From an optimization exercise on the open Yosys and OpenROAD flow, aimed at small area; shortcuts taken in it are not production practice. The RTL was checked by simulation tests, not by an equivalence proof against the original design. Power is estimated from default activity; no workload was simulated.

`flow/config.mk`:
```
export PLATFORM = sky130hd
export DESIGN_NAME = pong
export DESIGN_NICKNAME = pong
export VERILOG_FILES = /design/flow/design.v
export SDC_FILE = /design/flow/constraint.sdc
export NUM_CORES = 4
export LEC_CHECK = 0
export CAP_MARGIN = 20
export CORE_MARGIN = 2
export CORE_UTILIZATION = 40
export PLACE_DENSITY = 0.6
export SLEW_MARGIN = 20
```
`flow/run.sh`:
```
#!/bin/bash
# synth_recipe.tcl (not shown) runs the flow's synth.tcl, then flattens the netlist and writes it again
# the make line also repeats each setting of config.mk as NAME=value (left out here)
make -C /OpenROAD-flow-scripts/flow DESIGN_CONFIG=/design/flow/config.mk WORK_HOME=/design/flow/orfs CLKGATE_MAP_FILE= SYNTH_SCRIPT=/design/flow/synth_recipe.tcl finish
```
`flow/design.v`:
```
module pong(clock, reset, h_sync, v_sync, DAC_clock, vga_R, vga_G, vga_B, left_key, right_key, blank_n, left_key1, right_key1);
input clock, reset;
output reg [7:0] vga_R, vga_G, vga_B;
wire VGA_clock;
output h_sync, v_sync, DAC_clock;
input left_key, right_key, left_key1, right_key1;
output blank_n;
wire R,G,B;
wire displayArea;
wire [9:0] CounterX;
wire [9:0] CounterY_full;
wire [8:0] CounterY = CounterY_full[8:0];
reg colour;
wire pix_en;
clock_divide red(clock, reset, VGA_clock, pix_en);
VGA_gen gen1(clock, reset, pix_en, CounterX, CounterY_full, displayArea, h_sync, v_sync, blank_n);
assign DAC_clock = VGA_clock;
reg [8:0] bar;
reg [8:0] bar1;
reg [2:0] left_keyr, right_keyr;
reg [2:0] left_keyr1, right_keyr1;
always @(posedge clock)
	if(reset) left_keyr <= 3'b000;
	else if(pix_en) left_keyr <= {left_keyr[1:0], left_key};
always @(posedge clock)
	if(reset) right_keyr <= 3'b000;
	else if(pix_en) right_keyr <= {right_keyr[1:0], right_key};
always @(posedge clock)
	if(reset) left_keyr1 <= 3'b000;
	else if(pix_en) left_keyr1 <= {left_keyr1[1:0], left_key1};
always @(posedge clock)
	if(reset) right_keyr1 <= 3'b000;
	else if(pix_en) right_keyr1 <= {right_keyr1[1:0], right_key1};
always @(posedge clock)
if(reset)
	bar<=0;
else if(pix_en && (left_keyr[2] ^ left_keyr[1] ^ right_keyr[2] ^ right_keyr[1]))
begin
	if(left_keyr[0] > right_keyr[0])
	begin
		if(~&bar)         
			bar <= bar + 6'b111000;	 
	end
	else if(left_keyr[0] < right_keyr[0])
	begin
		if(|bar)         
			bar <= bar - 6'b111000;
	end
	else
		bar <= bar;
end
always @(posedge clock)
if(reset)
	bar1<=0;
else if(pix_en && (left_keyr1[2] ^ left_keyr1[1] ^ right_keyr1[2] ^ right_keyr1[1]))
begin
	if(left_keyr1[0] > right_keyr1[0])
	begin
		if(~&bar1)         
			bar1 <= bar1 + 6'b111000;	 
	end
	else if(left_keyr1[0] < right_keyr1[0])
	begin
		if(|(bar1-192))         
			bar1 <= bar1 - 6'b111000;
	end
	else
		bar1 <= bar1;
end
reg [9:0] ballX;
reg [9:0] ballY;
reg ball_inX, ball_inY;
always @(posedge clock)
if(reset)
	ball_inX <= 0;
else if(pix_en)
begin
	if(ball_inX==0)
		ball_inX <= (CounterX==ballX) & ball_inY;
	else
		ball_inX <= !(CounterX==(ballX+16));
end
always @(posedge clock)
if(reset)
	ball_inY <= 0;
else if(pix_en)
begin
	if(ball_inY==0)
		ball_inY <= ((CounterY)==(ballY));
	else
		ball_inY <= !(CounterY==(ballY+16));
end
wire ball = ball_inX & ball_inY;
wire paddle = (CounterX>=(bar+8)) && (CounterX<=(bar+120)) && (CounterY[8:4]==27);
wire paddle1 = (CounterX>=(bar1+8)) && (CounterX<=(bar1+120)) && (CounterY[8:4]==3);
wire border = (CounterX[9:3]==0) || (CounterX[9:3]==79) || (CounterY[8:3]==0) || (CounterY[8:3]==59);
wire bouncing_ball = border | paddle | paddle1;  
wire end_touch = border;
wire paddle_touch = paddle |paddle1;
reg reset_collision;
always @(posedge clock)
if(reset)
	reset_collision <= 0;
else if(pix_en)
	reset_collision <= (CounterY==500) & (CounterX==0);
reg collision_X1, collision_X2, collision_Y1, collision_Y2, top,bottom;
always @(posedge clock)
	if(reset)
		collision_X1<=0;
	else if(pix_en)
	begin
	if(reset_collision)
		collision_X1<=0;
	else if(bouncing_ball & (CounterX==ballX) & (CounterY==(ballY+8)))
		collision_X1<=1;
	end
always @(posedge clock)
	if(reset)
		collision_X2<=0;
	else if(pix_en)
	begin
	if(reset_collision)
		collision_X2<=0;
	else if(bouncing_ball & (CounterX==(ballX+16)) & (CounterY==(ballY+8)))
		collision_X2<=1;
	end
always @(posedge clock)
	if(reset)
		collision_Y1<=0;
	else if(pix_en)
	begin
	if(reset_collision)
		collision_Y1<=0;
	else if(paddle_touch & (CounterX==(ballX+8)) & (CounterY==ballY))
		collision_Y1<=1;
	end
always @(posedge clock)
	if(reset)
		collision_Y2<=0;
	else if(pix_en)
	begin
	if(reset_collision)
		collision_Y2<=0;
	else if(paddle_touch & (CounterX==(ballX+8)) & (CounterY==(ballY+16)))
		collision_Y2<=1;
	end
always @(posedge clock)
	if(reset)
		top<=0;
	else if(pix_en)
	begin
	if(reset_collision)
		top<=0;
	else if(end_touch & (CounterX==(ballX+8)) & (CounterY==ballY))
		top<=1;
	end
always @(posedge clock)
	if(reset)
		bottom<=0;
	else if(pix_en)
	begin
	if(reset_collision)
		bottom<=0;
	else if(end_touch & (CounterX==(ballX+8)) & (CounterY==(ballY+16)))
		bottom<=1;
	end
wire new_ball_position = reset_collision;   
reg ball_dirX;
reg ball_dirY;
always @(posedge clock)
if(reset)
begin
	ballX <= 50;
	ballY <= 50;
	ball_dirX <= 0;
	ball_dirY <= 0;
	colour <= 0;
end
else if(pix_en && new_ball_position)
begin
	if(~(collision_X1 & collision_X2))
	begin
		ballX <= ballX + (ball_dirX ? -3'b100 : 3'b100);
		if(collision_X2)
				ball_dirX <= 1;
		else if(collision_X1)
				ball_dirX <= 0;
	end
	if(~(collision_Y1 & collision_Y2))
	begin
	if(bottom || top)
		 ballY<=ballY;
	else
	begin
		ballY <= ballY + (ball_dirY ? -3'b100: 3'b100);
		if(collision_Y2)
				begin
				ball_dirY <= 1;
				colour <= ~colour;
				end
		else if(collision_Y1)
			begin
			ball_dirY <= 0;
			colour <= ~colour;
			end
		end
	end
end
assign R = bouncing_ball | ball;
assign G = bouncing_ball| (CounterX[1] ^ CounterY[1]) | ball;
assign B = bouncing_ball | (CounterX[1] ^ CounterY[1]) | ball;
always @(posedge clock)
if(reset)
begin
	vga_R <= 0;
	vga_G <= 0;
	vga_B <= 0;
end
else if(pix_en)
begin
 if(((CounterX==ballX) & ball_inY) && (CounterY==ballY))
	begin
		vga_R <= {7{R}};
		vga_G <= {4{G}};
		vga_B <= {8{B}};
	end
	if(((CounterX>=(bar+8)) && (CounterX<=(bar+120)) && (CounterY[8:4]==27)) || ((CounterX>=(bar1+8)) && (CounterX<=(bar1+120)) && (CounterY[8:4]==3)))
	begin
		vga_R <= {2{R}};
		vga_G <= {8{G}};
		vga_B <= {7{B}};
	end
	else if(CounterX[9:3]==0)
	begin
		vga_R <= {7{R}};
		vga_G <= 8'd0;
		vga_B <= {1{B}};
	end
	else if(CounterX[9:3]==79)
	begin
		vga_R <= {7{R}};
		vga_G <= 8'd0;
		vga_B <= {1{B}};
	end
	else if(CounterY[8:3]==0)
	begin
		vga_R <= {7{R}};
		vga_G <= {8{G}};
		vga_B <= 8'd0;
	end
	else if(CounterY[8:3]==59)
	begin
		vga_R <= 8'd0;
		vga_G <= {8{G}};
		vga_B <= {7{B}};
	end
	else if(colour)
	begin
		vga_R <= {8{R}};
		vga_G <= {10{G}};
		vga_B <= {2{B}};
	end
else
	begin
		vga_R <= {8{R}};
		vga_G <= {8{G}};
		vga_B <= {8{B}};
	end
end
endmodule
module clock_divide(clock, reset, VGA_clock, pix_en);
	input clock; 			 
	input reset;
	output reg VGA_clock;  
	output pix_en;         
	reg q;
	always@(posedge clock)
	begin
		if(reset)
		begin
			q <= 1'b0;
			VGA_clock <= 1'b0;
		end
		else
		begin
			q <= ~q;
			VGA_clock <= q;
		end
	end
	assign pix_en = q;
endmodule
module VGA_gen(clock, reset, pix_en, CounterX, CounterY, displayArea, h_sync, v_sync, blank_n);
	input clock, reset, pix_en;
	output reg [9:0]CounterX, CounterY;
	output reg displayArea;
	output v_sync, h_sync, blank_n;
	reg p_hSync, p_vSync;
	localparam porchHF = 640; 	 
	localparam syncH = 655;	 
	localparam porchHB = 747; 	 
	localparam maxH = 793; 	 
	localparam porchVF = 480; 	 
	localparam syncV = 490; 	 
	localparam porchVB = 492; 	 
	localparam maxV = 525; 	 
	always@(posedge clock)
	begin
		if(reset)
			CounterX <= 0;
		else if(pix_en)
		begin
		if(CounterX == maxH)
			CounterX <= 0;
		else
			CounterX <= CounterX + 1'b1;
		end
	end
	always@(posedge clock)
	begin
		if(reset)
			CounterY <= 0;
		else if(pix_en)
		begin
		if(CounterX == maxH)
		begin
			if(CounterY == maxV)
				CounterY <= 0;
			else
			CounterY <= CounterY + 1'b1;
		end
		end
	end
	always@(posedge clock)
	begin
		if(reset)
			displayArea <= 0;
		else if(pix_en)
			displayArea <= ((CounterX < porchHF) && (CounterY < porchVF));
	end
	always@(posedge clock)
	begin
		if(reset)
		begin
			p_hSync <= 0;
			p_vSync <= 0;
		end
		else if(pix_en)
		begin
			p_hSync <= ((CounterX >= syncH) && (CounterX < porchHB));
			p_vSync <= ((CounterY >= syncV) && (CounterY < porchVB));
		end
	end
	assign v_sync = ~p_vSync;
	assign  h_sync= ~p_hSync;
	assign blank_n = displayArea;
endmodule
```
`flow/constraint.sdc`:
```
create_clock -name core_clock -period 20.0 [get_ports {clock}]
set_input_delay 4.0000 -clock core_clock [delete_from_list [all_inputs] [get_ports {clock}]]
set_output_delay 4.0000 -clock core_clock [all_outputs]
set_load 0.01 [all_outputs]
```
==> impl_metrics.env <==
export IMPL_antenna_cells=0
export IMPL_dr_pass1_iters=5
export IMPL_port_buffers=33
export IMPL_synth_edff_count=0
export IMPL_switching_share=0.222
export IMPL_crit_arrival_ns=6.10
export IMPL_finalHoldViolations=0
export IMPL_drt_iter0_drc=309
export IMPL_setup_viol=0
export IMPL_die_h_microns=132
export IMPL_seq_power_share=0.434
export IMPL_synth_top_cell_area_share=0.258
export IMPL_area_growth_pct=8.88
export IMPL_ys_ff_latch=85
export IMPL_ir_drop_mv=0.0461
export IMPL_critPathRequiredTime_ns=20.27
export IMPL_switching_power_uw=89.7
export IMPL_die_area_sq_mm=0.0175
export IMPL_p_int_uw=313
export IMPL_fin_crit_sh=0.291
export IMPL_cts_resized=0
export IMPL_slowest_stage="a2111oi_0"
export IMPL_p_clk_frac=0.498
export IMPL_rsz0062_at_grt="false"
export IMPL_p_per_area_mw_per_mm2=56.1
export IMPL_setup_tns_ns=0
export IMPL_slew_violations=0
export IMPL_ant_nets=0
export IMPL_antenna_found_initial=0
export IMPL_crit_buf_inv=2
export IMPL_die_x_microns=132
export IMPL_syn_nets=852
export IMPL_seq_area_frac_synth=0.258
export IMPL_cts_buffer_depth=2
export IMPL_route_detailed_drc=0
export IMPL_vias_per_cell=5.47
export IMPL_avgSynthCellArea_sq_um=8.54
export IMPL_setup_slack_ns=14.17
export IMPL_cts_sinks=85
export IMPL_crit_chain="buf_2, buf_4, a21oi_1, nand4_1, a2111oi_0, nand2_1, o31ai_2"
export IMPL_initial_core_util=0.412
export IMPL_grt_pass1_wl_microns=25000
export IMPL_end_kind="flip-flop"
export IMPL_grt_util_all_layers=0.173
export IMPL_globalplace_congestion=0.897
export IMPL_yosys_warnings=3
export IMPL_grt_overflow=0
export IMPL_leakagePower_nw=2.74
export IMPL_status="complete, no violations"
export IMPL_crit_type="input pin to flip-flop"
export IMPL_yosysTopAreaCell="dfxtp_1"
export IMPL_ys_types=79
export IMPL_yosys_top_cells_area="dfxtp_1, ha_1, xnor2_1, xor2_1, nor2_1"
export IMPL_cts_buffers=9
export IMPL_cp_start_kind="input pin"
export IMPL_synthTopCellsByCount="dfxtp_1, nor2_1, ha_1, nand2_1, xnor2_1"
export IMPL_vias=5402
export IMPL_drive_gt1_frac=0.0584
export IMPL_netlist_area_sq_mm=0.00660
export IMPL_synthCells=773
export IMPL_cp_max_fo=61
export IMPL_p_comb_frac=0.068
export IMPL_wirelength_microns=14900
export IMPL_clock_latency_ns=0.35
export IMPL_htree_levels=3
export IMPL_core_area_sq_mm=0.0160
export IMPL_synth_main_ff_cell="dfxtp_1"
export IMPL_worstMarginPinSlew_ns=0.892
export IMPL_drv_cap=0
export IMPL_slowest_delay_ns=0.65
export IMPL_clock_skew_final_ns=0.00986
export IMPL_crit_family="compound AO/OA/AOI/OAI gates"
export IMPL_hold_class="flip-flop to flip-flop"
export IMPL_clk_pin_slew_ns=0.07
export IMPL_cts_root_buffer="clkbuf_16"
export IMPL_layout_nets=845
export IMPL_drt_wirelength_per_cell_microns=15.0
export IMPL_tritoncts="done"
export IMPL_synthMostInstantiatedCell="dfxtp_1"
export IMPL_grt_max_degree=62
export IMPL_slew_headroom=0.404
export IMPL_cts_setup_buffers=0
export IMPL_pre_cts_slack_ns=13.80
export IMPL_grt_pass1_vias=5110
export IMPL_place_detailed_hpwl_microns=11000
export IMPL_max_freq_mhz=172
export IMPL_ios=34
export IMPL_postCtsHoldBufs=0
export IMPL_post_route_min_period_ns=5.83
export IMPL_synthArstFlopShare=0
export IMPL_num_rows=46
cells by family (layout without fill, tap and decap cells):
logic type / after synthesis / count (layout) / share of synthesized area
flip-flops: 85 / 85 / 0.258
AO/OA/AOI/OAI: 139 / 139 / 0.148
adder cells (fa/ha/maj): 73 / 73 / 0.143
XOR/XNOR: 81 / 81 / 0.109
buffers and inverters: 94 / 92 / 0.0815
multiplexers: 22 / 22 / 0.0336
AND/OR/NAND/NOR: 279 / 279 / 0.227
worst register-to-register path, stage by stage, from the launching register on:
cell      delay, ns
dfxtp_1        0.45
inv_1          0.16
ha_1           0.25
nand2b_1       0.13
nor2_1         0.06
xor2_1         0.15
ha_1           0.31
and4_1         0.21
a21boi_0       0.12
o31ai_1        0.38
a32oi_2        0.32
and2_4         0.25
o31ai_2        0.21
layout make-up:
type                            count  area [sq um]
Fill cell                        1610          8820
Multi-Input combinational cell    594          4360
Sequential cell                    85          1700
Timing Repair Buffer               35           340
Tap cell                          216           270
Clock buffer                       11           253
Inverter                           41           154
Clock inverter                      5           106
layer usage:
metal  share of wire  wire length, microns  global-route usage  vias to the layer above
met2            0.47                  7010               0.287                       92
met1            0.49                  7230               0.230                     2585
li1                -                     -                   -                     2715
met5               0                     0                   0                        -
met3           0.029                   424              0.0287                       10
met4           0.013                   187              0.0585                        0
layout by cell type (no fill, tap or decap), types with 25 or more instances in the layout:
master and instances:
a21oi_1 39, clkdlybuf4s50_1 32, dfxtp_1 85, ha_1 69, inv_1 41, nand2_1 46
nand3_1 30, nor2_1 74, o21ai_0 25, xnor2_1 46, xor2_1 34
power groups by stage:
stage | Sequential [mW] | Clock, mW | Combinational (mW)
2_1_floorplan | 0.178 | 0 | 0.0207
3_3_place_gp | 0.179 | 0 | 0.0268
3_5_place_dp | 0.179 | 0 | 0.0275
4_1_cts | 0.175 | 0.205 | 0.0276
5_1_grt | 0.175 | 0.212 | 0.0303
6_report | 0.175 | 0.201 | 0.0275
registers in the layout, indices dropped and copies added (netlist names), 3 cells and up:
register and flops:
ballX 8, vga_R 3, left_keyr1 3, bar 6, gen1.CounterX 10, right_keyr 3, vga_B 4, right_keyr1 3
left_keyr 3, ballY 8, gen1.CounterY 10, bar1 6
through the flow:
step | hold slack [ns] | util | instance area (sq um) | cells | total power, mW
3_5_place_dp | 0.472 | 0.426 | 6820 | 971 | 0.206
4_1_cts | 0.480 | 0.449 | 7180 | 987 | 0.407
3_3_place_gp | 0.469 | 0.426 | 6820 | 971 | 0.206
6_report | 0.484 | 0.449 | 7180 | 987 | 0.403
2_1_floorplan | 0.430 | - | 6600 | 773 | 0.199
5_1_grt | 0.503 | 0.449 | 7180 | 987 | 0.418
worst paths after layout:
check,start,endpoint,slack (ns),depth (start not counted)
max,reset,collision_X2,14.17,7
max reg2reg,bar1[3],collision_X2,16.91,12
min,collision_X1,collision_X1,0.48,2
min reg2reg,collision_X1,collision_X1,0.48,2

[what the ideal ports hide]
No port has a modelled driver above. Below, the same layout with a new extraction and two added sets of constraints. Step 1 assumes that a clkbuf_16 drives the clock port and a buf_2 every other input. Step 2 times the ports against the registers' clock, not the clock port: input delays grow and output delays shrink by t, the midpoint of the rising clock arrivals with the driver on. Slacks: ideal ports / drivers / drivers and shift; pairs: ideal ports / drivers.
shift t [ns]: 0.383
slack for setup (ns): 14.172 / 14.189 / 13.806
pins driven straight from the clock port: 1
After both steps setup and hold are still met in this run. For this run, drivers alone change the setup slack by +0.017 ns; drivers and shift together by -0.366 ns.
